Context: an optimization exercise on an open-source flow, tuned for small area, a short achievable clock period and few clock cycles. The choices shown serve that exercise and are no tape-out recipe. Function was checked by simulation only, so behaviour that the tests miss may differ from the original. Power figures rest on the tool's default switching activity, not on a simulated workload.

--- run.sh ---
#!/bin/bash
# synth_recipe.tcl (not shown) runs the flow's synth.tcl, then flattens the netlist and writes it again
# the make line also repeats each setting of config.mk as NAME=value (left out here)
make -C /OpenROAD-flow-scripts/flow DESIGN_CONFIG=/design/flow/config.mk WORK_HOME=/design/flow/orfs CLKGATE_MAP_FILE= SYNTH_SCRIPT=/design/flow/synth_recipe.tcl finish
--- config.mk ---
export PLATFORM = sky130hd
export DESIGN_NAME = ooo_pipeline
export DESIGN_NICKNAME = ooo_pipeline
export VERILOG_FILES = /design/flow/design.v
export SDC_FILE = /design/flow/constraint.sdc
export NUM_CORES = 8
export LEC_CHECK = 0
export CAP_MARGIN = 30
export CORE_MARGIN = 2
export CORE_UTILIZATION = 28
export PLACE_DENSITY = 0.4
export SLEW_MARGIN = 30
--- constraint.sdc ---
create_clock -name core_clock -period 12.0 [get_ports {clk}]
set_input_delay 2.4000 -clock core_clock [delete_from_list [all_inputs] [get_ports {clk}]]
set_output_delay 2.4000 -clock core_clock [all_outputs]
set_load 0.01 [all_outputs]
--- design.v ---
module rat (
            input wire res_n, input wire clk,
            input wire dispatch,                 
            input wire valid_int_id2rat,
            input wire valid_ls_id2rat,
            input wire store,                    
            input wire [4:0] rs1_int_id2rat,     
            input wire [4:0] rs1_ls_id2rat,      
            input wire [4:0] rs2_int_id2rat,     
            input wire [4:0] rs2_ls_id2rat,      
            input wire [4:0] rd_int_id2rat,      
            input wire [4:0] rd_ls_id2rat,       
            output reg [5:0] rs1_int_rat2rf,     
            output reg [5:0] rs1_ls_rat2rf,      
            output reg [5:0] rs2_int_rat2rf,     
            output reg [5:0] rs2_ls_rat2rf,      
            output reg [5:0] rd_rat2rsint,       
            output reg [5:0] rd_rat2rsls,        
            output reg [5:0] freeMeUp_int_rat2rob,
            output reg [5:0] freeMeUp_ls_rat2rob,
            input wire [5:0] freeMeUp_0_rob2rat,
            input wire [5:0] freeMeUp_1_rob2rat,
            input wire valid_rob2rat,
            output reg two_free                  
            );
    parameter ARCHITECTURAL_REGISTER_ADDRESS_LENGTH = 5;
    parameter PHYSICAL_REGISTER_ADDRESS_LENGTH = 6;
    parameter NUMBER_ARCHITECTURAL_REGISTERS    = 2**ARCHITECTURAL_REGISTER_ADDRESS_LENGTH;
    parameter NUMBER_PHYSICAL_REGISTERS         = 2**PHYSICAL_REGISTER_ADDRESS_LENGTH;
    reg [PHYSICAL_REGISTER_ADDRESS_LENGTH-1:0] alias_table [NUMBER_ARCHITECTURAL_REGISTERS-1:0];   
    reg [NUMBER_PHYSICAL_REGISTERS-1:0] free;    
    reg [PHYSICAL_REGISTER_ADDRESS_LENGTH-1:0] freeRegister_0;     
    reg [PHYSICAL_REGISTER_ADDRESS_LENGTH-1:0] freeRegister_1;     
    wire [NUMBER_PHYSICAL_REGISTERS-1:0] freeVector = {free[NUMBER_PHYSICAL_REGISTERS-1:1], 1'b0};
    reg [7:0] groupAny;
    reg [2:0] groupLow  [7:0];
    reg [2:0] groupHigh [7:0];
    always @(*) begin
        for (integer g=0; g<8; g++) begin
            groupAny[g]  = |freeVector[g*8 +: 8];
            groupLow[g]  = 0;
            groupHigh[g] = 0;
            for (integer b=7; b>=0; b--) begin
                if (freeVector[g*8+b]) groupLow[g] = b[2:0];
            end
            for (integer b=0; b<8; b++) begin
                if (freeVector[g*8+b]) groupHigh[g] = b[2:0];
            end
        end
        freeRegister_0 = 0;
        for (integer g=7; g>=0; g--) begin
            if (groupAny[g]) freeRegister_0 = {g[2:0], groupLow[g]};
        end
        freeRegister_1 = 0;
        for (integer g=0; g<8; g++) begin
            if (groupAny[g]) freeRegister_1 = {g[2:0], groupHigh[g]};
        end
        two_free = (freeRegister_0 != freeRegister_1);
    end
    wire int_writes = valid_int_id2rat && (rd_int_id2rat != 0);
    wire ls_writes  = valid_ls_id2rat && ~store && (rd_ls_id2rat != 0);
    always @(*) begin
        rs1_int_rat2rf  = alias_table[rs1_int_id2rat];
        rs2_int_rat2rf  = alias_table[rs2_int_id2rat];
        rd_rat2rsint    = int_writes ? freeRegister_0 : 6'd0;
        freeMeUp_int_rat2rob = int_writes ? alias_table[rd_int_id2rat] : 6'd0;
        if (int_writes && rs1_ls_id2rat == rd_int_id2rat) begin
            rs1_ls_rat2rf = freeRegister_0;
        end else begin
            rs1_ls_rat2rf = alias_table[rs1_ls_id2rat];
        end
        if (int_writes && rs2_ls_id2rat == rd_int_id2rat) begin
            rs2_ls_rat2rf = freeRegister_0;
        end else begin
            rs2_ls_rat2rf = alias_table[rs2_ls_id2rat];
        end
        rd_rat2rsls = ls_writes ? freeRegister_1 : 6'd0;
        if (!ls_writes) begin
            freeMeUp_ls_rat2rob = 6'd0;
        end else if (int_writes && rd_ls_id2rat == rd_int_id2rat) begin
            freeMeUp_ls_rat2rob = freeRegister_0;
        end else begin
            freeMeUp_ls_rat2rob = alias_table[rd_ls_id2rat];
        end
    end
    always@(posedge clk or negedge res_n) begin
        if (~res_n) begin
            for (integer i=0; i<NUMBER_ARCHITECTURAL_REGISTERS; i++)  begin
                alias_table[i] <= 0;
            end
            free <= {{(NUMBER_PHYSICAL_REGISTERS-1){1'b1}}, 1'b0};
        end else begin
            if (dispatch && int_writes) begin
                alias_table[rd_int_id2rat]      <= freeRegister_0;
                free[freeRegister_0]    <= 0;
            end
            if (dispatch && ls_writes) begin
                alias_table[rd_ls_id2rat]       <= freeRegister_1;    
                free[freeRegister_1]    <= 0;
            end
            if (valid_rob2rat && freeMeUp_0_rob2rat != 0) free[freeMeUp_0_rob2rat] <= 1;
            if (valid_rob2rat && freeMeUp_1_rob2rat != 0) free[freeMeUp_1_rob2rat] <= 1;
        end
    end
endmodule
module rf ( input wire clk,
            input wire res_n,
            input wire [5:0] write_select_0_rob2rf,
            input wire write_en_0_rob2rf,
            input wire [31:0] value_0_rob2rf,
            input wire [5:0] write_select_1_rob2rf,
            input wire write_en_1_rob2rf,
            input wire [31:0] value_1_rob2rf,
            input wire [5:0] rs1_int_rat2rf,
            input wire [5:0] rs2_int_rat2rf,
            input wire [5:0] rs1_ls_rat2rf,
            input wire [5:0] rs2_ls_rat2rf,
            input wire alloc_int_rat2rf,         
            input wire [5:0] rd_int_rat2rf,
            input wire alloc_ls_rat2rf,          
            input wire [5:0] rd_ls_rat2rf,
            output reg [31:0] rs1_rf2rsint,
            output reg valid_rs1_rf2rsint,
            output reg [31:0] rs2_rf2rsint,
            output reg valid_rs2_rf2rsint,
            output reg [31:0] rs1_rf2rsls,
            output reg valid_rs1_rf2rsls,
            output reg [31:0] rs2_rf2rsls,
            output reg valid_rs2_rf2rsls
            );
    reg [31:0] regfile [63:0];
    reg [63:0] valid;
    wire w0 = write_en_0_rob2rf && (write_select_0_rob2rf != 6'b000_000);
    wire w1 = write_en_1_rob2rf && (write_select_1_rob2rf != 6'b000_000);
    wire [31:0] r1i = (rs1_int_rat2rf == 0) ? 32'd0 : regfile[rs1_int_rat2rf];
    wire [31:0] r2i = (rs2_int_rat2rf == 0) ? 32'd0 : regfile[rs2_int_rat2rf];
    wire [31:0] r1l = (rs1_ls_rat2rf  == 0) ? 32'd0 : regfile[rs1_ls_rat2rf];
    wire [31:0] r2l = (rs2_ls_rat2rf  == 0) ? 32'd0 : regfile[rs2_ls_rat2rf];
    always @(*) begin
        rs1_rf2rsint        = r1i;
        valid_rs1_rf2rsint  = valid[rs1_int_rat2rf];
        if (w0 && write_select_0_rob2rf == rs1_int_rat2rf) begin rs1_rf2rsint = value_0_rob2rf; valid_rs1_rf2rsint = 1; end
        if (w1 && write_select_1_rob2rf == rs1_int_rat2rf) begin rs1_rf2rsint = value_1_rob2rf; valid_rs1_rf2rsint = 1; end
        rs2_rf2rsint        = r2i;
        valid_rs2_rf2rsint  = valid[rs2_int_rat2rf];
        if (w0 && write_select_0_rob2rf == rs2_int_rat2rf) begin rs2_rf2rsint = value_0_rob2rf; valid_rs2_rf2rsint = 1; end
        if (w1 && write_select_1_rob2rf == rs2_int_rat2rf) begin rs2_rf2rsint = value_1_rob2rf; valid_rs2_rf2rsint = 1; end
        rs1_rf2rsls         = r1l;
        valid_rs1_rf2rsls   = valid[rs1_ls_rat2rf];
        if (w0 && write_select_0_rob2rf == rs1_ls_rat2rf) begin rs1_rf2rsls = value_0_rob2rf; valid_rs1_rf2rsls = 1; end
        if (w1 && write_select_1_rob2rf == rs1_ls_rat2rf) begin rs1_rf2rsls = value_1_rob2rf; valid_rs1_rf2rsls = 1; end
        rs2_rf2rsls         = r2l;
        valid_rs2_rf2rsls   = valid[rs2_ls_rat2rf];
        if (w0 && write_select_0_rob2rf == rs2_ls_rat2rf) begin rs2_rf2rsls = value_0_rob2rf; valid_rs2_rf2rsls = 1; end
        if (w1 && write_select_1_rob2rf == rs2_ls_rat2rf) begin rs2_rf2rsls = value_1_rob2rf; valid_rs2_rf2rsls = 1; end
        if (alloc_int_rat2rf && rd_int_rat2rf == rs1_ls_rat2rf) valid_rs1_rf2rsls = 0;
        if (alloc_int_rat2rf && rd_int_rat2rf == rs2_ls_rat2rf) valid_rs2_rf2rsls = 0;
    end
    always @(posedge clk or negedge res_n) begin
        if (~res_n) begin
            valid       <= 64'd1;
        end else begin
            if (alloc_int_rat2rf) valid[rd_int_rat2rf] <= 0;
            if (alloc_ls_rat2rf)  valid[rd_ls_rat2rf]  <= 0;
            if (w0) valid[write_select_0_rob2rf] <= 1;
            if (w1) valid[write_select_1_rob2rf] <= 1;
        end
    end
    always @(posedge clk) begin
        if (w0) regfile[write_select_0_rob2rf] <= value_0_rob2rf;
        if (w1) regfile[write_select_1_rob2rf] <= value_1_rob2rf;
    end
endmodule
module rs #(parameter IN_ORDER = 0) (
            input wire res_n, input wire clk,
            input wire store_id2rs,
            input wire [11:0] imm_id2rs,
            input wire valid_id2rs,              
            output wire full_rs2id,
            input wire [5:0] rs1_rat2rs,
            input wire [5:0] rs2_rat2rs,
            input wire [5:0] rd_rat2rs,
            input wire [5:0] tag_rob2rs,
            input wire [31:0] rs1_rf2rs,
            input wire valid_rs1_rf2rs,
            input wire [31:0] rs2_rf2rs,
            input wire valid_rs2_rf2rs,
            input wire [31:0] result_0_com2rs,
            input wire valid_0_com2rs,
            input wire [5:0] rd_0_com2rs,
            input wire [31:0] result_1_com2rs,
            input wire valid_1_com2rs,
            input wire [5:0] rd_1_com2rs,
            input wire [31:0] result_int2rs,
            input wire valid_int2rs,
            input wire [5:0] rd_int2rs,
            input wire [31:0] result_ls2rs,
            input wire valid_ls2rs,
            input wire [5:0] rd_ls2rs,
            input wire stop_ex2rs,
            output reg store_rs2ex,
            output reg [5:0] tag_rs2ex,
            output reg [31:0] rs1_rs2ex,
            output reg [31:0] rs2_rs2ex,
            output reg [5:0] rd_rs2ex,
            output reg [11:0] imm_rs2ex,
            output reg valid_rs2ex
            );
    parameter DEPTH = 4;
    reg [5:0]  rs1_address  [DEPTH-1:0];
    reg [31:0] rs1_content  [DEPTH-1:0];
    reg        rs1_valid    [DEPTH-1:0];
    reg [5:0]  rs2_address  [DEPTH-1:0];
    reg [31:0] rs2_content  [DEPTH-1:0];
    reg         rs2_valid   [DEPTH-1:0];
    reg [5:0]  rd           [DEPTH-1:0];
    reg        store        [DEPTH-1:0];
    reg [11:0] imm          [DEPTH-1:0];
    reg [5:0] tag           [DEPTH-1:0];
    reg free                [DEPTH-1:0];
    reg older [DEPTH-1:0][DEPTH-1:0];       
    assign full_rs2id = (~free[0]
                        && ~free[1]
                        && ~free[2]
                        && ~free[3]) ? 1 : 0;
    reg ready              [DEPTH-1:0];
    always @(*) begin
        for (integer i=0; i<DEPTH; i++) begin
            ready[i] = ~free[i] && rs1_valid[i] && rs2_valid[i];
            if (IN_ORDER) begin
                for (integer j=0; j<DEPTH; j++) begin
                    if (j != i && ~free[j] && older[j][i]) ready[i] = 0;
                end
            end
        end
    end
    reg [1:0] freePointer;  
    always@(*) begin
        casez ({free[0], free[1], free[2], free[3]})
            4'b1???: freePointer = 2'b00;
            4'b01??: freePointer = 2'b01;
            4'b001?: freePointer = 2'b10;
            default: freePointer = 2'b11;
        endcase
    end
    reg [1:0] readyInstruction;  
    always@(*) begin
        casez ({ready[0], ready[1], ready[2], ready[3]})
            4'b1???: readyInstruction = 2'b00;
            4'b01??: readyInstruction = 2'b01;
            4'b001?: readyInstruction = 2'b10;
            default: readyInstruction = 2'b11;
        endcase
        valid_rs2ex     = ready[0] | ready[1] | ready[2] | ready[3];
        store_rs2ex     = store[readyInstruction];
        tag_rs2ex       = tag[readyInstruction];
        rs1_rs2ex       = rs1_content[readyInstruction];
        rs2_rs2ex       = rs2_content[readyInstruction];
        rd_rs2ex        = rd[readyInstruction];
        imm_rs2ex       = imm[readyInstruction];
    end
    reg [31:0] rs1_in, rs2_in;
    reg        rs1_in_valid, rs2_in_valid;
    always @(*) begin
        rs1_in = rs1_rf2rs;
        rs1_in_valid = valid_rs1_rf2rs;
        if (valid_int2rs && rd_int2rs != 0 && rd_int2rs == rs1_rat2rs) begin rs1_in = result_int2rs; rs1_in_valid = 1; end
        if (valid_ls2rs  && rd_ls2rs  != 0 && rd_ls2rs  == rs1_rat2rs) begin rs1_in = result_ls2rs;  rs1_in_valid = 1; end
        rs2_in = rs2_rf2rs;
        rs2_in_valid = valid_rs2_rf2rs;
        if (valid_int2rs && rd_int2rs != 0 && rd_int2rs == rs2_rat2rs) begin rs2_in = result_int2rs; rs2_in_valid = 1; end
        if (valid_ls2rs  && rd_ls2rs  != 0 && rd_ls2rs  == rs2_rat2rs) begin rs2_in = result_ls2rs;  rs2_in_valid = 1; end
    end
    always@(posedge clk or negedge res_n) begin
        if (~res_n) begin
            for (integer i=0; i<DEPTH; i++) begin
                rs1_valid[i]    <= 0;
                rs2_valid[i]    <= 0;
                free[i]         <= 1;
                for (integer j=0; j<DEPTH; j++) older[i][j] <= 0;
            end
        end else begin
            if (valid_0_com2rs && rd_0_com2rs != 0) begin
                for (integer i=0; i<DEPTH; i++) begin
                    if (~free[i]) begin
                        if (rd_0_com2rs == rs1_address[i]) begin
                            rs1_valid[i]    <= 1;
                        end
                        if (rd_0_com2rs == rs2_address[i]) begin
                            rs2_valid[i]    <= 1;
                        end
                    end
                end
            end
            if (valid_1_com2rs && rd_1_com2rs != 0) begin
                for (integer i=0; i<DEPTH; i++) begin
                    if (~free[i]) begin
                        if (rd_1_com2rs == rs1_address[i]) begin
                            rs1_valid[i]    <= 1;
                        end
                        if (rd_1_com2rs == rs2_address[i]) begin
                            rs2_valid[i]     <= 1;
                        end
                    end
                end
            end
            if (valid_int2rs && rd_int2rs != 0) begin
                for (integer i=0; i<DEPTH; i++) begin
                    if (~free[i]) begin
                        if (rd_int2rs == rs1_address[i]) begin
                            rs1_valid[i]    <= 1;
                        end
                        if (rd_int2rs == rs2_address[i]) begin
                            rs2_valid[i]    <= 1;
                        end
                    end
                end
            end
            if (valid_ls2rs && rd_ls2rs != 0) begin
                for (integer i=0; i<DEPTH; i++) begin
                    if (~free[i]) begin
                        if (rd_ls2rs == rs1_address[i]) begin
                            rs1_valid[i]    <= 1;
                        end
                        if (rd_ls2rs == rs2_address[i]) begin
                            rs2_valid[i]    <= 1;
                        end
                    end
                end
            end
            if (valid_rs2ex & ~stop_ex2rs) begin
                free[readyInstruction]  <= 1;
                rs1_valid[readyInstruction] <= 0;
                rs2_valid[readyInstruction] <= 0;
            end
            if (valid_id2rs) begin
                free[freePointer]       <= 0;
                rs1_valid[freePointer]   <= rs1_in_valid;
                rs2_valid[freePointer]   <= rs2_in_valid;
                for (integer j=0; j<DEPTH; j++) begin
                    older[freePointer][j] <= 0;
                    if (j != freePointer) older[j][freePointer] <= ~free[j];
                end
            end
        end
    end
    always@(posedge clk) begin
        for (integer i=0; i<DEPTH; i++) begin
            if (~free[i]) begin
                if (valid_0_com2rs && rd_0_com2rs != 0 && rd_0_com2rs == rs1_address[i]) rs1_content[i] <= result_0_com2rs;
                if (valid_0_com2rs && rd_0_com2rs != 0 && rd_0_com2rs == rs2_address[i]) rs2_content[i] <= result_0_com2rs;
                if (valid_1_com2rs && rd_1_com2rs != 0 && rd_1_com2rs == rs1_address[i]) rs1_content[i] <= result_1_com2rs;
                if (valid_1_com2rs && rd_1_com2rs != 0 && rd_1_com2rs == rs2_address[i]) rs2_content[i] <= result_1_com2rs;
                if (valid_int2rs && rd_int2rs != 0 && rd_int2rs == rs1_address[i]) rs1_content[i] <= result_int2rs;
                if (valid_int2rs && rd_int2rs != 0 && rd_int2rs == rs2_address[i]) rs2_content[i] <= result_int2rs;
                if (valid_ls2rs && rd_ls2rs != 0 && rd_ls2rs == rs1_address[i]) rs1_content[i] <= result_ls2rs;
                if (valid_ls2rs && rd_ls2rs != 0 && rd_ls2rs == rs2_address[i]) rs2_content[i] <= result_ls2rs;
            end
        end
        if (valid_id2rs) begin
            store[freePointer]       <= store_id2rs;
            imm[freePointer]         <= imm_id2rs;
            tag[freePointer]         <= tag_rob2rs;
            rd[freePointer]          <= rd_rat2rs;
            rs1_address[freePointer] <= rs1_rat2rs;
            rs2_address[freePointer] <= rs2_rat2rs;
            rs1_content[freePointer] <= rs1_in;
            rs2_content[freePointer] <= rs2_in;
        end
    end
endmodule
module rob #(parameter TAGLENGTH = 6)(
        input wire res_n, input wire clk,
        input wire dispatch,                 
        input wire valid_int_id2rob,
        input wire valid_ls_id2rob,
        input wire [4:0] rd_int_id2rob,      
        input wire [4:0] rd_ls_id2rob,
        output wire full_rob2ii,
        input wire [5:0] rd_int_rat2rob,            
        input wire [5:0] rd_ls_rat2rob,
        input wire [5:0] freeMeUp_int_rat2rob,      
        input wire [5:0] freeMeUp_ls_rat2rob,       
        output reg [5:0] freeMeUp_0_rob2rat,        
        output reg [5:0] freeMeUp_1_rob2rat,
        output reg valid_rob2rat,
        output wire [TAGLENGTH-1:0] tag_rob2int,
        output wire [TAGLENGTH-1:0] tag_rob2ls,
        input wire [31:0] result_int2rob,
        input wire [5:0] tag_int2rob,
        input wire valid_int2rob,
        input wire [31:0] result_ls2rob,
        input wire [5:0] tag_ls2rob,
        input wire valid_ls2rob,
        output reg [5:0] write_select_0_rob2rf,
        output reg write_en_0_rob2rf,
        output reg [31:0] value_0_rob2rf,
        output reg [4:0] arch_rd_0,
        output reg [5:0] write_select_1_rob2rf,
        output reg write_en_1_rob2rf,
        output reg [31:0] value_1_rob2rf,
        output reg [4:0] arch_rd_1
        );
    localparam DEPTH = 2**TAGLENGTH;
    reg [5:0] freeMeUpTags [DEPTH-1:0];     
    reg [5:0] destinationRegs [DEPTH-1:0];  
    reg [4:0] archRegs [DEPTH-1:0];         
    reg [31:0] results [DEPTH-1:0];         
    reg readyToCommit [DEPTH-1:0];          
    reg [TAGLENGTH-1:0] wptr;
    reg [TAGLENGTH-1:0] rptr;
    assign full_rob2ii = (wptr + 2'd2 == rptr) ? 1 : 0;
    assign tag_rob2int = wptr;
    assign tag_rob2ls  = wptr + 1'b1;
    wire [TAGLENGTH-1:0] wptr1 = wptr + 1'b1;
    wire [TAGLENGTH-1:0] rptr1 = rptr + 1'b1;
    always@(posedge clk or negedge res_n) begin
        if (~res_n) begin
            freeMeUp_0_rob2rat <= 0;
            freeMeUp_1_rob2rat <= 0;
            valid_rob2rat      <= 0;
            write_select_0_rob2rf       <= 0;
            write_en_0_rob2rf           <= 0;
            value_0_rob2rf              <= 0;
            arch_rd_0                   <= 0;
            write_select_1_rob2rf       <= 0;
            write_en_1_rob2rf           <= 0;
            value_1_rob2rf              <= 0;
            arch_rd_1                   <= 0;
            wptr            <= 0;
            rptr            <= 0;
            for (integer i=0; i<DEPTH; i++) begin
                readyToCommit[i]    <= 0;
            end
        end else begin
            if (valid_int2rob) begin
                readyToCommit[tag_int2rob]          <= 1;
            end
            if (valid_ls2rob) begin
                readyToCommit[tag_ls2rob]           <= 1;
            end
            if (readyToCommit[rptr] && readyToCommit[rptr1]) begin
                write_select_0_rob2rf   <= destinationRegs[rptr];
                value_0_rob2rf          <= results[rptr];
                arch_rd_0               <= archRegs[rptr];
                write_en_0_rob2rf       <= 1;
                write_select_1_rob2rf   <= destinationRegs[rptr1];
                value_1_rob2rf          <= results[rptr1];
                arch_rd_1               <= archRegs[rptr1];
                write_en_1_rob2rf       <= 1;
                freeMeUp_0_rob2rat           <= freeMeUpTags[rptr];
                freeMeUp_1_rob2rat           <= freeMeUpTags[rptr1];
                valid_rob2rat                <= 1;
                readyToCommit[rptr]     <= 0;
                readyToCommit[rptr1]    <= 0;
                rptr <= rptr + 2'd2;
            end else begin
                write_en_0_rob2rf     <= 0;
                write_en_1_rob2rf     <= 0;
                valid_rob2rat         <= 0;
            end
            if (dispatch) begin  
                readyToCommit[wptr]         <= ~valid_int_id2rob;
                readyToCommit[wptr1]        <= ~valid_ls_id2rob;
                wptr                        <= wptr + 2'd2;
            end
        end
    end
    always @(posedge clk) begin
        if (valid_int2rob) results[tag_int2rob] <= result_int2rob;
        if (valid_ls2rob)  results[tag_ls2rob]  <= result_ls2rob;
        if (dispatch) begin
            destinationRegs[wptr]   <= rd_int_rat2rob;
            destinationRegs[wptr1]  <= rd_ls_rat2rob;
            archRegs[wptr]          <= rd_int_id2rob;
            archRegs[wptr1]         <= rd_ls_id2rob;
            freeMeUpTags[wptr]      <= freeMeUp_int_rat2rob;
            freeMeUpTags[wptr1]     <= freeMeUp_ls_rat2rob;
        end
    end
endmodule
module integer_unit (
        input wire clk, res_n,
        input wire valid_in,
        input wire [31:0] a_in,
        input wire [31:0] b_in,
        input wire [5:0] rd_in,
        input wire [5:0] tag_in,
        output wire stop_int2rsint,
        output reg [31:0] result_int2rob,
        output reg [5:0] tag_int2rob,
        output reg [5:0] rd_int2rob,
        output reg valid_int2rob
        );
assign stop_int2rsint = 1'b0;    
always@(posedge clk or negedge res_n) begin
    if (~res_n) begin
        result_int2rob  <= 0;
        tag_int2rob     <= 0;
        rd_int2rob      <= 0;
        valid_int2rob   <= 0;
    end else begin
        if (valid_in) begin
            rd_int2rob          <= rd_in;
            result_int2rob      <= a_in+b_in;
            tag_int2rob         <= tag_in;
            valid_int2rob       <= 1;
        end else begin
            valid_int2rob  <= 0;
        end
    end
end
endmodule
module ls_unit (
        input wire clk, res_n,
        input wire valid_in,
        input wire store_rs2ls,
        input wire [5:0] tag_rs2ls,
        input wire [31:0] rs1_rs2ls,
        input wire [31:0] rs2_rs2ls,
        input wire [5:0] rd_rs2ls,
        input wire [11:0] imm_rs2ls,
        output wire stop_ls2rsls,
        output reg mem_req_valid,
        output reg mem_req_store,
        output reg [31:0] mem_req_addr,
        output reg [31:0] mem_req_wdata,
        input wire mem_req_ready,
        input wire mem_resp_valid,
        input wire [31:0] mem_resp_data,
        output reg [31:0] result_ls2rob,
        output reg store_ls2rob,          
        output reg [5:0] tag_ls2rob,
        output reg [5:0] rd_ls2rob,
        output reg valid_ls2rob
        );
    reg waiting;         
    reg [5:0] tag_q;
    reg [5:0] rd_q;
    assign stop_ls2rsls = mem_req_valid | waiting;
    always@(posedge clk or negedge res_n) begin
        if (~res_n) begin
            mem_req_valid  <= 0;
            mem_req_store  <= 0;
            mem_req_addr   <= 0;
            mem_req_wdata  <= 0;
            waiting        <= 0;
            tag_q          <= 0;
            rd_q           <= 0;
            result_ls2rob  <= 0;
            store_ls2rob   <= 0;
            tag_ls2rob     <= 0;
            rd_ls2rob      <= 0;
            valid_ls2rob   <= 0;
        end else begin
            valid_ls2rob <= 0;
            if (valid_in && ~stop_ls2rsls) begin
                mem_req_valid   <= 1;
                mem_req_store   <= store_rs2ls;
                mem_req_addr    <= rs1_rs2ls + {{20{imm_rs2ls[11]}}, imm_rs2ls};
                mem_req_wdata   <= rs2_rs2ls;
                tag_q           <= tag_rs2ls;
                rd_q            <= rd_rs2ls;
            end
            if (mem_req_valid && mem_req_ready) begin
                mem_req_valid   <= 0;
                if (mem_req_store) begin  
                    valid_ls2rob    <= 1;
                    store_ls2rob    <= 1;
                    tag_ls2rob      <= tag_q;
                    rd_ls2rob       <= 0;
                end else begin  
                    waiting         <= 1;
                end
            end
            if (waiting && mem_resp_valid) begin
                waiting         <= 0;
                valid_ls2rob    <= 1;
                store_ls2rob    <= 0;
                result_ls2rob   <= mem_resp_data;
                tag_ls2rob      <= tag_q;
                rd_ls2rob       <= rd_q;
            end
        end
    end
endmodule
module ooo_pipeline (
    input  wire        clk,
    input  wire        res_n,
    output wire        in_ready,
    input  wire        valid_int,
    input  wire [4:0]  rs1_int,
    input  wire [4:0]  rs2_int,
    input  wire [4:0]  rd_int,
    input  wire        valid_ls,
    input  wire        store,
    input  wire [4:0]  rs1_ls,
    input  wire [4:0]  rs2_ls,
    input  wire [4:0]  rd_ls,
    input  wire [11:0] imm_ls,
    output wire        mem_req_valid,
    output wire        mem_req_store,
    output wire [31:0] mem_req_addr,
    output wire [31:0] mem_req_wdata,
    input  wire        mem_req_ready,
    input  wire        mem_resp_valid,
    input  wire [31:0] mem_resp_data,
    output wire        commit0_valid,
    output wire [4:0]  commit0_rd,
    output wire [31:0] commit0_data,
    output wire        commit1_valid,
    output wire [4:0]  commit1_rd,
    output wire [31:0] commit1_data
);
    wire full_rob2ii;
    wire full_rsint2id;
    wire full_rsls2id;
    wire two_free;
    assign in_ready = ~full_rob2ii & ~full_rsint2id & ~full_rsls2id & two_free;
    wire dispatch = in_ready & (valid_int | valid_ls);
    wire [5:0] freeMeUp_0_rob2rat;
    wire [5:0] freeMeUp_1_rob2rat;
    wire valid_rob2rat;
    wire [5:0] rs1_ls_rat2rf;
    wire [5:0] rs1_int_rat2rf;
    wire [5:0] rs2_ls_rat2rf;
    wire [5:0] rs2_int_rat2rf;
    wire [5:0] rd_rat2rsls;
    wire [5:0] rd_rat2rsint;
    wire [5:0] freeMeUp_int_rat2rob;
    wire [5:0] freeMeUp_ls_rat2rob;
    rat rat_I (
    .res_n(res_n),
    .clk(clk),
    .dispatch(dispatch),
    .store(store),
    .valid_int_id2rat(valid_int),
    .valid_ls_id2rat(valid_ls),
    .rs1_ls_id2rat(rs1_ls),
    .rs1_int_id2rat(rs1_int),
    .rs2_ls_id2rat(rs2_ls),
    .rs2_int_id2rat(rs2_int),
    .rd_ls_id2rat(rd_ls),
    .rd_int_id2rat(rd_int),
    .freeMeUp_0_rob2rat(freeMeUp_0_rob2rat),
    .freeMeUp_1_rob2rat(freeMeUp_1_rob2rat),
    .valid_rob2rat(valid_rob2rat),
    .rs1_ls_rat2rf(rs1_ls_rat2rf),
    .rs1_int_rat2rf(rs1_int_rat2rf),
    .rs2_ls_rat2rf(rs2_ls_rat2rf),
    .rs2_int_rat2rf(rs2_int_rat2rf),
    .rd_rat2rsls(rd_rat2rsls),
    .rd_rat2rsint(rd_rat2rsint),
    .freeMeUp_int_rat2rob(freeMeUp_int_rat2rob),
    .freeMeUp_ls_rat2rob(freeMeUp_ls_rat2rob),
    .two_free(two_free));
    wire [5:0] write_select_0_rob2rf;
    wire write_en_0_rob2rf;
    wire [31:0] value_0_rob2rf;
    wire [5:0] write_select_1_rob2rf;
    wire write_en_1_rob2rf;
    wire [31:0] value_1_rob2rf;
    wire [4:0] arch_rd_0;
    wire [4:0] arch_rd_1;
    wire [31:0] rs1_rf2rsint;
    wire valid_rs1_rf2rsint;
    wire [31:0] rs2_rf2rsint;
    wire valid_rs2_rf2rsint;
    wire [31:0] rs1_rf2rsls;
    wire valid_rs1_rf2rsls;
    wire [31:0] rs2_rf2rsls;
    wire valid_rs2_rf2rsls;
    rf rf_I (
    .clk(clk),
    .res_n(res_n),
    .write_select_0_rob2rf(write_select_0_rob2rf),
    .write_en_0_rob2rf(write_en_0_rob2rf),
    .value_0_rob2rf(value_0_rob2rf),
    .write_select_1_rob2rf(write_select_1_rob2rf),
    .write_en_1_rob2rf(write_en_1_rob2rf),
    .value_1_rob2rf(value_1_rob2rf),
    .rs1_int_rat2rf(rs1_int_rat2rf),
    .rs2_int_rat2rf(rs2_int_rat2rf),
    .rs1_ls_rat2rf(rs1_ls_rat2rf),
    .rs2_ls_rat2rf(rs2_ls_rat2rf),
    .alloc_int_rat2rf(dispatch && rd_rat2rsint != 0),
    .rd_int_rat2rf(rd_rat2rsint),
    .alloc_ls_rat2rf(dispatch && rd_rat2rsls != 0),
    .rd_ls_rat2rf(rd_rat2rsls),
    .rs1_rf2rsint(rs1_rf2rsint),
    .valid_rs1_rf2rsint(valid_rs1_rf2rsint),
    .rs2_rf2rsint(rs2_rf2rsint),
    .valid_rs2_rf2rsint(valid_rs2_rf2rsint),
    .rs1_rf2rsls(rs1_rf2rsls),
    .valid_rs1_rf2rsls(valid_rs1_rf2rsls),
    .rs2_rf2rsls(rs2_rf2rsls),
    .valid_rs2_rf2rsls(valid_rs2_rf2rsls));
    wire [31:0] result_int2rob;
    wire [5:0] tag_int2rob;
    wire [5:0] rd_int2rob;
    wire valid_int2rob;
    wire [31:0] result_ls2rob;
    wire store_ls2rob;
    wire [5:0] tag_ls2rob;
    wire [5:0] rd_ls2rob;
    wire valid_ls2rob;
    wire [5:0] tag_rob2rsint;
    wire [5:0] tag_rob2rsls;
    rob rob_I (
    .res_n(res_n),
    .clk(clk),
    .dispatch(dispatch),
    .valid_int_id2rob(valid_int),
    .valid_ls_id2rob(valid_ls),
    .rd_int_id2rob(rd_int),
    .rd_ls_id2rob(rd_ls),
    .full_rob2ii(full_rob2ii),
    .rd_int_rat2rob(rd_rat2rsint),
    .rd_ls_rat2rob(rd_rat2rsls),
    .freeMeUp_int_rat2rob(freeMeUp_int_rat2rob),
    .freeMeUp_ls_rat2rob(freeMeUp_ls_rat2rob),
    .freeMeUp_0_rob2rat(freeMeUp_0_rob2rat),
    .freeMeUp_1_rob2rat(freeMeUp_1_rob2rat),
    .valid_rob2rat(valid_rob2rat),
    .tag_rob2int(tag_rob2rsint),
    .tag_rob2ls(tag_rob2rsls),
    .result_int2rob(result_int2rob),
    .tag_int2rob(tag_int2rob),
    .valid_int2rob(valid_int2rob),
    .result_ls2rob(result_ls2rob),
    .tag_ls2rob(tag_ls2rob),
    .valid_ls2rob(valid_ls2rob),
    .write_select_0_rob2rf(write_select_0_rob2rf),
    .write_en_0_rob2rf(write_en_0_rob2rf),
    .value_0_rob2rf(value_0_rob2rf),
    .arch_rd_0(arch_rd_0),
    .write_select_1_rob2rf(write_select_1_rob2rf),
    .write_en_1_rob2rf(write_en_1_rob2rf),
    .value_1_rob2rf(value_1_rob2rf),
    .arch_rd_1(arch_rd_1));
    assign commit0_valid = write_en_0_rob2rf && (write_select_0_rob2rf != 0);
    assign commit0_rd    = arch_rd_0;
    assign commit0_data  = value_0_rob2rf;
    assign commit1_valid = write_en_1_rob2rf && (write_select_1_rob2rf != 0);
    assign commit1_rd    = arch_rd_1;
    assign commit1_data  = value_1_rob2rf;
    wire stop_int2rsint;
    wire store_rsint2int;
    wire [5:0] tag_rsint2int;
    wire [31:0] rs1_rsint2int;
    wire [31:0] rs2_rsint2int;
    wire [5:0] rd_rsint2int;
    wire [11:0] imm_rsint2int;
    wire valid_rsint2int;
    rs rs_int_I (
    .res_n(res_n),
    .clk(clk),
    .store_id2rs(1'b0),
    .imm_id2rs(12'd0),
    .valid_id2rs(dispatch & valid_int),
    .full_rs2id(full_rsint2id),
    .rs1_rat2rs(rs1_int_rat2rf),
    .rs2_rat2rs(rs2_int_rat2rf),
    .rd_rat2rs(rd_rat2rsint),
    .tag_rob2rs(tag_rob2rsint),
    .rs1_rf2rs(rs1_rf2rsint),
    .valid_rs1_rf2rs(valid_rs1_rf2rsint),
    .rs2_rf2rs(rs2_rf2rsint),
    .valid_rs2_rf2rs(valid_rs2_rf2rsint),
    .result_0_com2rs(value_0_rob2rf),
    .valid_0_com2rs(write_en_0_rob2rf),
    .rd_0_com2rs(write_select_0_rob2rf),
    .result_1_com2rs(value_1_rob2rf),
    .valid_1_com2rs(write_en_1_rob2rf),
    .rd_1_com2rs(write_select_1_rob2rf),
    .result_int2rs(result_int2rob),
    .valid_int2rs(valid_int2rob),
    .rd_int2rs(rd_int2rob),
    .result_ls2rs(result_ls2rob),
    .valid_ls2rs(valid_ls2rob),
    .rd_ls2rs(rd_ls2rob),
    .stop_ex2rs(stop_int2rsint),
    .store_rs2ex(store_rsint2int),
    .tag_rs2ex(tag_rsint2int),
    .rs1_rs2ex(rs1_rsint2int),
    .rs2_rs2ex(rs2_rsint2int),
    .rd_rs2ex(rd_rsint2int),
    .imm_rs2ex(imm_rsint2int),
    .valid_rs2ex(valid_rsint2int));
    wire stop_ls2rsls;
    wire store_rsls2ls;
    wire [5:0] tag_rsls2ls;
    wire [31:0] rs1_rsls2ls;
    wire [31:0] rs2_rsls2ls;
    wire [5:0] rd_rsls2ls;
    wire [11:0] imm_rsls2ls;
    wire valid_rsls2ls;
    rs #(.IN_ORDER(1)) rs_ls_I (
    .res_n(res_n),
    .clk(clk),
    .store_id2rs(store),
    .imm_id2rs(imm_ls),
    .valid_id2rs(dispatch & valid_ls),
    .full_rs2id(full_rsls2id),
    .rs1_rat2rs(rs1_ls_rat2rf),
    .rs2_rat2rs(rs2_ls_rat2rf),
    .rd_rat2rs(rd_rat2rsls),
    .tag_rob2rs(tag_rob2rsls),
    .rs1_rf2rs(rs1_rf2rsls),
    .valid_rs1_rf2rs(valid_rs1_rf2rsls),
    .rs2_rf2rs(rs2_rf2rsls),
    .valid_rs2_rf2rs(valid_rs2_rf2rsls),
    .result_0_com2rs(value_0_rob2rf),
    .valid_0_com2rs(write_en_0_rob2rf),
    .rd_0_com2rs(write_select_0_rob2rf),
    .result_1_com2rs(value_1_rob2rf),
    .valid_1_com2rs(write_en_1_rob2rf),
    .rd_1_com2rs(write_select_1_rob2rf),
    .result_int2rs(result_int2rob),
    .valid_int2rs(valid_int2rob),
    .rd_int2rs(rd_int2rob),
    .result_ls2rs(result_ls2rob),
    .valid_ls2rs(valid_ls2rob),
    .rd_ls2rs(rd_ls2rob),
    .stop_ex2rs(stop_ls2rsls),
    .store_rs2ex(store_rsls2ls),
    .tag_rs2ex(tag_rsls2ls),
    .rs1_rs2ex(rs1_rsls2ls),
    .rs2_rs2ex(rs2_rsls2ls),
    .rd_rs2ex(rd_rsls2ls),
    .imm_rs2ex(imm_rsls2ls),
    .valid_rs2ex(valid_rsls2ls));
    integer_unit integer_unit_I (
    .clk(clk),
    .res_n(res_n),
    .valid_in(valid_rsint2int),
    .a_in(rs1_rsint2int),
    .b_in(rs2_rsint2int),
    .rd_in(rd_rsint2int),
    .tag_in(tag_rsint2int),
    .stop_int2rsint(stop_int2rsint),
    .result_int2rob(result_int2rob),
    .tag_int2rob(tag_int2rob),
    .rd_int2rob(rd_int2rob),
    .valid_int2rob(valid_int2rob));
    ls_unit ls_unit_I (
    .clk(clk),
    .res_n(res_n),
    .valid_in(valid_rsls2ls),
    .store_rs2ls(store_rsls2ls),
    .tag_rs2ls(tag_rsls2ls),
    .rs1_rs2ls(rs1_rsls2ls),
    .rs2_rs2ls(rs2_rsls2ls),
    .rd_rs2ls(rd_rsls2ls),
    .imm_rs2ls(imm_rsls2ls),
    .stop_ls2rsls(stop_ls2rsls),
    .mem_req_valid(mem_req_valid),
    .mem_req_store(mem_req_store),
    .mem_req_addr(mem_req_addr),
    .mem_req_wdata(mem_req_wdata),
    .mem_req_ready(mem_req_ready),
    .mem_resp_valid(mem_resp_valid),
    .mem_resp_data(mem_resp_data),
    .result_ls2rob(result_ls2rob),
    .store_ls2rob(store_ls2rob),
    .tag_ls2rob(tag_ls2rob),
    .rd_ls2rob(rd_ls2rob),
    .valid_ls2rob(valid_ls2rob));
endmodule
==> impl_metrics.py <==
metrics = {
    "logic_synthesis": {
        "yosysWarnings": 21,
        "synth_edf_count": 5932,
        "synthFlopType": "edfxtp_1",
        "synth_area_mm2": 0.416,
        "synth.avg_cell_area_um2": 10.5,
        "yosysSeqAreaShare_pct": 47.0,
        "ys_seq_elements": 6628,
        "synthCells": 39500,
        "async_flop_share_pct": 10.5,
        "synth.distinct_cells": 124,
        "syn_nets": 39700,
    },
    "power": {
        "ir_drop_uv": 398,
        "power_density_mw_per_mm2": 310,
        "p_leak_nw": 166,
    },
    "final_layout": {
        "mostFrequentLayoutCell": "nand2_1",
        "multi_input_area_mm2": 0.206,
        "n_fill_cell": 150000,
        "stdcell_area_mm2": 0.479,
        "most-common-layout-cells": "7,062 x nand2_1, 5,932 x edfxtp_1, 3,944 x mux2_2, 2,544 x nand3_1, 1,980 x buf_4",
        "drive_above_1_share_pct": 24.6,
        "nets": 38600,
        "regArea_mm2": 0.196,
        "area_growth_pct": 15.2,
    },
    "grt": {
        "grt_pass1_vias": 353000,
        "antenna_found_initial": 509,
        "grt_max_degree": 151,
        "grt.total_usage_pct": 36.7,
        "grt_pass1_wl_um": 3690000,
        "grt_overflow": 0,
    },
    "drt": {
        "vias_per_cell": 6.58,
        "antenna_left": 0,
        "drtIter0Drc": 70300,
        "vias": 391000,
        "finalWirelength_um": 2870000,
        "dr.pass1.iters": 10,
        "route.detailed.drc": 0,
        "wl_per_cell_um": 48.4,
    },
    "sta": {
        "hold_violations": 0,
        "slew_viol_final": 0,
        "worst_slack_ps": 1720,
        "tns_ps": 0,
        "rsz0062_at_grt": "false",
        "fmax_ghz": 0.0973,
        "finalCriticalPeriod_ps": 10280,
        "fin_crit_sh_pct": 85.6,
        "relSlewSlack_pct": 15.5,
        "worst_pin_slew_ps": 1270,
        "fin_worst_skew_ps": 178,
        "finalSetupViolCount": 0,
    },
    "floorplanning": {
        "num_rows": 447,
        "pin_count": 224,
        "die_w_um": 1220,
        "core_mm2": 1.48,
        "dieArea_mm2": 1.50,
        "initial_core_util_pct": 28.1,
        "die_y_um": 1220,
    },
    "clock_network": {
        "clock_path_buffers": 5,
        "numCtsBuffers": 836,
        "htreeDepth": 6,
        "cts.sinks": 6628,
        "cts_setup_buffers": 0,
        "cts_root_buffer": "clkbuf_16",
        "cts_tree": "done",
        "ctsResizeCount": 0,
        "ctsHoldBuffers": 0,
        "clk_pin_slew_ps": 60,
        "insertion_delay_ps": 1350,
    },
    "setup_path": {
        "arrival_ps": 11300,
        "crit_type": "in -> reg",
        "cpLargestDelayFamily": "simple AND/OR/NAND/NOR gates",
        "reg2reg_depth": 13,
        "critPathBufInv": 4,
        "cp_cell_sequence": "buf_2, buf_4, xor2_1, nor3_1, nand4_1, o221ai_1, and3_4, inv_8, buf_12, a211oi_1, a311oi_1, o21ai_1, o2111ai_1, o31a_1, nor3_1, o31ai_1",
        "cpMostUsedCell": "nor3_1",
        "cp-end-kind": "flip-flop",
        "critPathSlowestCell": "nor3_1",
        "slowest_delay_ps": 1030,
        "path_max_fanout": 55,
        "start_kind": "input pin",
        "crit_required_ps": 13020,
        "cp.depth": 16,
    },
    "placed_design": {
        "dpl-instance-area_mm2": 0.449,
        "hpwl_um": 1900000,
        "gp_congestion": 1.04,
        "port_buffers": 223,
        "place_ws_ps": 988,
    },
    "run_status": {
        "status": "no timing/DRC/antenna violations",
    },
    "worst_hold_path": {
        "hp-class": "reg -> reg",
        "whs_path_depth": 0,
    },
    "run": {
        "drv_cap": 0,
    },
}
==> kinds of logic after synthesis <==
kind of cell / Yosys count / synth area share [%]
compound gates: 7530 / 12.3
xor+xnor: 568 / 1.20
fa+ha+maj: 108 / 0.328
buf+inv: 4788 / 4.72
flops: 6628 / 47.0
mux: 6781 / 20.5
simple gates: 13100 / 13.9
==> final timing paths <==
check                                         from                                  end  slack (ps)
max reg2reg                rat_I.free[1]$_DFF_PN1_  rs_ls_I.rs2_content[0][6]$_DFFE_PP_        2700
max                                      rd_int[2]  rs_ls_I.rs2_content[0][6]$_DFFE_PP_        1720
max in group asynchronous                    res_n           rs_int_I.free[1]$_DFF_PN1_        8580
min                        rf_I.valid[0]$_DFF_PN1_              rf_I.valid[0]$_DFF_PN1_         400
min in group asynchronous                    res_n       rob_I.arch_rd_1[2]$_DFFE_PN0P_         960
min reg2reg                rf_I.valid[0]$_DFF_PN1_              rf_I.valid[0]$_DFF_PN1_         400
==> worst reg2reg max path, delay by kind of cell, from the launching register on <==
| kind | cells | cell delay [ps] |
|---|---|---|
| compound gates | 6 | 3140 |
| flops | 1 | 500 |
| simple gates | 5 | 3860 |
| buf+inv | 2 | 1560 |
==> through the flow <==
stage,power [W],utilization [%],hold slack [ps],cells
after floorplan,0.0735,-,430,39500
after global placement,0.116,30.2,386,57200
after detailed placement,0.117,30.3,388,57300
after CTS,0.143,32.2,398,58900
after global routing,0.149,32.3,403,59100
final,0.149,32.4,398,59500
==> final cells by class <==
| class | instances | share of cell area [%] |
|---|---|---|
| sequential | 6628 | 40.9 |
| clock buffer | 1064 | 4.66 |
| antenna | 540 | 0.282 |
| timing repair buffer | 2457 | 4.55 |
| clock inverter | 486 | 1.14 |
| inverter | 392 | 0.338 |
| multi-input combinational | 28100 | 43.0 |
| tap | 19800 | 5.16 |
==> layer usage <==
layer  vias up  global-route usage, %  routed length (um)
met5         -                  0.925                1120
met2     32800                   51.7             1180000
met1    201000                   44.9             1080000
met3      9102                   13.2              349000
met4       152                   29.5              268000
li1     148000                      -                   -
==> cells in the mapped netlist, drive strengths merged, types with 89 or more instances <==
library cell / instances / area [um^2]
a2111oi: 89 / 793
a211oi: 975 / 7330
a21oi: 1538 / 7720
a221oi: 183 / 1620
a22o: 101 / 885
a22oi: 245 / 1850
a311oi: 595 / 5210
a31oi: 477 / 3010
a32oi: 129 / 1130
and3: 565 / 3530
buf: 1538 / 7430
clkbuf: 2858 / 10700
dfrtp: 624 / 15600
edfxtp: 5932 / 178000
ha: 106 / 1330
inv: 384 / 1440
mux2: 3946 / 44400
mux2i: 1849 / 18500
mux4: 986 / 22200
nand2: 7126 / 26800
nand3: 2561 / 12800
nand4: 264 / 1650
nor2: 1461 / 5510
nor2b: 90 / 563
nor3: 344 / 1800
nor4: 204 / 1390
o211ai: 345 / 2610
o21a: 91 / 683
o21ai: 1133 / 5700
o221ai: 252 / 2210
o22ai: 656 / 4100
o31ai: 98 / 746
xnor2: 324 / 2860
xor2: 244 / 2140
==> sequential cells by signal (all words and copies together), names as in the netlist, 32 cells and up <==
| name | flops |
|---|---|
| rf_I.regfile | 2048 |
| rob_I.results | 2048 |
| rob_I.destinationRegs | 384 |
| rob_I.freeMeUpTags | 384 |
| rob_I.archRegs | 320 |
| rat_I.alias_table | 192 |
| rs_int_I.rs1_content | 128 |
| rs_int_I.rs2_content | 128 |
| rs_ls_I.rs1_content | 128 |
| rs_ls_I.rs2_content | 128 |
| rf_I.valid | 64 |
| rob_I.readyToCommit | 64 |
| rat_I.free | 63 |
| rs_ls_I.imm | 48 |
| integer_unit_I.result_int2rob | 32 |
| ls_unit_I.mem_req_addr | 32 |
| ls_unit_I.mem_req_wdata | 32 |
| ls_unit_I.result_ls2rob | 32 |
| rob_I.value_0_rob2rf | 32 |
| rob_I.value_1_rob2rf | 32 |
==> where the power goes <==
group          switching, W  internal, W
registers           0.00545       0.0307
clock network        0.0116       0.0149
logic                0.0618       0.0241
Testbench counts, summed over its fixed seeds: cycles 35,085.

[re-timing with driven ports]
Ports are ideal in the flow. The routed layout listed here was re-timed in OpenROAD.
Step 1, drivers: a clkbuf_16 drives clk and a buf_2 each remaining input, both assumed.
Step 2 times the ports against the registers' clock, not the clock port: input delays grow and output delays shrink by t, the midpoint of the rising clock arrivals with the driver on.
Three values: ideal ports, drivers, drivers and shift; two values: the first two.
shift t [ns]: 1.440
slack for setup (ns): 1.722 / 1.779 / 0.339
worst hold slack (ns): 0.398 / 0.398 / 0.398
clock arrival spread, ns: 0.183 / 0.184
worst slew at a driven data input, ns: 0.15
After both steps this run still meets setup and hold. The setup slack of this run moves by +0.057 ns with the drivers and by -1.383 ns with both steps.
